Source: an optimization exercise on an open RTL-to-GDS flow (aim: small area). Production flows keep margins and buffers that such runs may drop.
The RTL was checked by simulation tests, not by an equivalence proof against the original design.
The clock input has no modelled driver; a real chip could not lean on it and would need a root buffer or a full tree.
Power is estimated from default activity; no workload was simulated.

// alu32_top
module alu32_top(
    input  wire        clk,
    input  wire [31:0] a,
    input  wire [31:0] b,
    input  wire [2:0]  op_code,
    output reg  [32:0] result,
    output reg         zero_flag,
    output reg         control_flag
    );
    reg  [31:0] a_q, b_q;
    reg  [2:0]  op_q;
    wire [32:0] alu_result;
    wire        alu_zero, alu_control;
    always @(posedge clk) begin
        a_q  <= a;
        b_q  <= b;
        op_q <= op_code;
        result       <= alu_result;
        zero_flag    <= alu_zero;
        control_flag <= alu_control;
    end
    ALU_8_Bit #(.WIDTH(32)) u_alu (
        .A(a_q),
        .B(b_q),
        .op_code(op_q),
        .result(alu_result),
        .zero_flag(alu_zero),
        .control_flag(alu_control)
    );
endmodule
Size: roughly 400 cells after synthesis, ~100 I/O pins.
clock: 5.0 ns
lec_check: 0
cap_margin: 20
core_margin: 2
core_utilization: 40
slew_margin: 20
synth_hierarchical: 1
synth_minimum_keep_size: 0
standard.sh (not shown) runs the stock make flow with config.mk's settings and CLKGATE_MAP_FILE= SYNTH_SCRIPT=/design/flow/synth_recipe.tcl, a recipe that flattens the netlist after the stock synthesis.
==> flow/flow/run.sh <==
#!/bin/bash
# Standard ORFS layout with these changes: the port buffers use the smallest buffer cell;
# every combinational cell is put at its smallest drive strength after floorplanning (the
# repair steps then size up only what timing needs); clock tree synthesis adds no dummy
# loads; power recovery downsizes non-critical cells after global routing.
set -euo pipefail
W=$(pwd)
bash standard.sh BUFFER_PORTS_ARGS="-buffer_cell sky130_fd_sc_hd__buf_1" \
  POST_FLOORPLAN_TCL="$W/flow/downsize.tcl" \
  CTS_ARGS="-sink_clustering_enable -repair_clock_nets -dont_use_dummy_load" \
  RECOVER_POWER=100 finish > make_finish.log 2>&1
==> flow/flow/downsize.tcl <==
# POST_FLOORPLAN hook: put every combinational cell at the smallest drive strength of its
# family; the later repair steps size up what timing needs.
set n 0
foreach inst [[ord::get_db_block] getInsts] {
  set m [$inst getMaster]
  set name [$m getName]
  if {![regexp {^(sky130_fd_sc_hd__[a-z0-9]+)_([0-9]+)$} $name -> base sz]} { continue }
  if {[string match {*df*} $base] || [string match {*clk*} $base] || [string match {*tap*} $base]
      || [string match {*conb*} $base] || [string match {*dl*} $base]} { continue }
  set best ""
  set best_a 1e9
  foreach lc [get_lib_cells ${base}_*] {
    set ln [get_name $lc]
    if {![regexp "^${base}_\[0-9\]+\$" $ln]} { continue }
    if {[get_property $lc dont_use]} { continue }
    set a [get_property $lc area]
    if {$a < $best_a} { set best_a $a; set best $ln }
  }
  if {$best ne "" && $best ne $name} {
    $inst swapMaster [[ord::get_db] findMaster $best]
    incr n
  }
}
puts "downsize: replaced $n cells"
Then changed:
==> flow/flow/run.sh (replaced) <==
#!/bin/bash
set -euo pipefail
W=$(pwd)
bash standard.sh BUFFER_PORTS_ARGS="-buffer_cell sky130_fd_sc_hd__buf_1" \
  POST_FLOORPLAN_TCL="$W/flow/downsize.tcl" \
  CTS_ARGS="-sink_clustering_enable -repair_clock_nets -dont_use_dummy_load -sink_clustering_size 20 -sink_clustering_max_diameter 60 -buf_list sky130_fd_sc_hd__clkbuf_8" \
  RECOVER_POWER=100 finish > make_finish.log 2>&1
The new run finished with timing, DRC and antenna clean.
Area after synthesis does not change.
Routed wire length stays the same.
Cell count is unchanged.
Non-clock buffer count stays the same.
Clock-buffer cell count stays the same.
Synthesized cell count does not change.
Cell area stays the same.

Another version of the RTL of alu32_top (not shown whole).
For scale: ~390 cells after synthesis, about 4300 sq um of cells after synthesis.
clock: 5.0 ns
lec_check: 0
cap_margin: 20
core_margin: 2
core_utilization: 40
gpl_timing_driven: 0
slew_margin: 20
synth_hierarchical: 1
synth_minimum_keep_size: 0
==> flow/flow/run.sh <==
#!/bin/bash
# Standard ORFS layout with these changes: the port buffers use the smallest buffer cell;
# every combinational cell is put at its smallest drive strength after floorplanning (the
# repair steps then size up only what timing needs); after clock tree synthesis its tree is
# replaced by a smaller two-level one (flow/mycts.tcl: the clock port drives one inv_8, which
# drives two clkinv_16, each clocking half the flip-flops); power recovery downsizes
# non-critical cells after global routing.
set -euo pipefail
W=$(pwd)
bash standard.sh BUFFER_PORTS_ARGS="-buffer_cell sky130_fd_sc_hd__buf_1" \
  POST_FLOORPLAN_TCL="$W/flow/downsize.tcl" POST_CTS_TCL="$W/flow/mycts.tcl" \
  CTS_ARGS="-sink_clustering_enable -repair_clock_nets -dont_use_dummy_load" \
  RECOVER_POWER=100 finish > make_finish.log 2>&1
==> flow/flow/downsize.tcl <==
# POST_FLOORPLAN hook: put every combinational cell at the smallest drive strength of its
# family; the later repair steps size up what timing needs.
set n 0
foreach inst [[ord::get_db_block] getInsts] {
  set m [$inst getMaster]
  set name [$m getName]
  if {![regexp {^(sky130_fd_sc_hd__[a-z0-9]+)_([0-9]+)$} $name -> base sz]} { continue }
  if {[string match {*df*} $base] || [string match {*clk*} $base] || [string match {*tap*} $base]
      || [string match {*conb*} $base] || [string match {*dl*} $base]} { continue }
  # leave the drivers of wide nets (the op-code decode) as synthesis sized them
  set fo 0
  foreach it [$inst getITerms] {
    if {[$it isOutputSignal] && [$it getNet] ne "NULL"} {
      set fo [expr {max($fo, [llength [[$it getNet] getITerms]] - 1)}]
    }
  }
  if {$fo > 6} { continue }
  set best ""
  set best_a 1e9
  foreach lc [get_lib_cells ${base}_*] {
    set ln [get_name $lc]
    if {![regexp "^${base}_\[0-9\]+\$" $ln]} { continue }
    if {[get_property $lc dont_use]} { continue }
    set a [get_property $lc area]
    if {$a < $best_a} { set best_a $a; set best $ln }
  }
  if {$best ne "" && $best ne $name} {
    $inst swapMaster [[ord::get_db] findMaster $best]
    incr n
  }
}
puts "downsize: replaced $n cells"
Other scripts of this flow, unchanged in this note and not shown: flow/flow/mycts.tcl
Change:
--- a/flow/flow/downsize.tcl
+++ b/flow/flow/downsize.tcl
@@ -10,8 +9,0 @@
-  # leave the drivers of wide nets (the op-code decode) as synthesis sized them
-  set fo 0
-  foreach it [$inst getITerms] {
-    if {[$it isOutputSignal] && [$it getNet] ne "NULL"} {
-      set fo [expr {max($fo, [llength [[$it getNet] getITerms]] - 1)}]
-    }
-  }
-  if {$fo > 6} { continue }
Settings changed: CORE_UTILIZATION 40 to 55, GPL_TIMING_DRIVEN 0 to unset.
Result: The new run completed without violations. Core utilization increases by 15 points. Critical path depth goes down by 3. Maximum frequency came out higher by 5.0%. Die area falls by 26%.
Change:
Settings changed: CORE_UTILIZATION 55 to 40, GPL_TIMING_DRIVEN set to 0.
After rerunning:
- die area rises by about 36%
- maximum frequency falls by 1.2%
- worst hold slack improved by 0.028 ns
- global-route usage shrinks by 5.7 points
Change:
Settings changed: GPL_TIMING_DRIVEN 0 to unset.
What happened: Wire length came out higher by a few percent; design area came out lower slightly; synthesized area is unchanged; first-iteration DRC count came out lower by roughly a tenth; power came out lower slightly; sequential share of layout area came out higher by 0.57 points; worst hold slack gets worse by 0.041 ns; die area is unchanged; worst setup slack gets better by 0.013 ns; via count came out higher by a few percent.
In every run of this note, the design's own scripts or RTL, not TritonCTS, make the clock network.

## separate check: timing with driven ports
How much do the figures lean on ideal ports? The routed layouts below were timed once more, with nothing changed but the port constraints. Step 1, drivers: a clkbuf_16 drives clk and a buf_2 each remaining input, both assumed. Step 2 times the ports against the registers' clock, not the clock port: input delays grow and output delays shrink by t, the midpoint of the rising clock arrivals with the driver on. a / b / c = ideal ports / drivers / drivers and shift; a / b = the first two.
run | t, ns | slack for setup (ns) | worst setup path at the end
the first run of note 1 | 0.378 | 0.448 / 0.448 / 0.448 | register to register
the second run of note 1 | 0.378 | 0.448 / 0.448 / 0.448 | register to register
the first run of note 2 | 0.202 | 0.285 / 0.285 / 0.285 | register to register
the second run of note 2 | 0.206 | 0.509 / 0.509 / 0.509 | register to register
the third run of note 2 | 0.200 | 0.457 / 0.457 / 0.457 | register to register
the fourth run of note 2 | 0.203 | 0.469 / 0.469 / 0.469 | register to register
After both steps setup and hold are still met in every run listed.
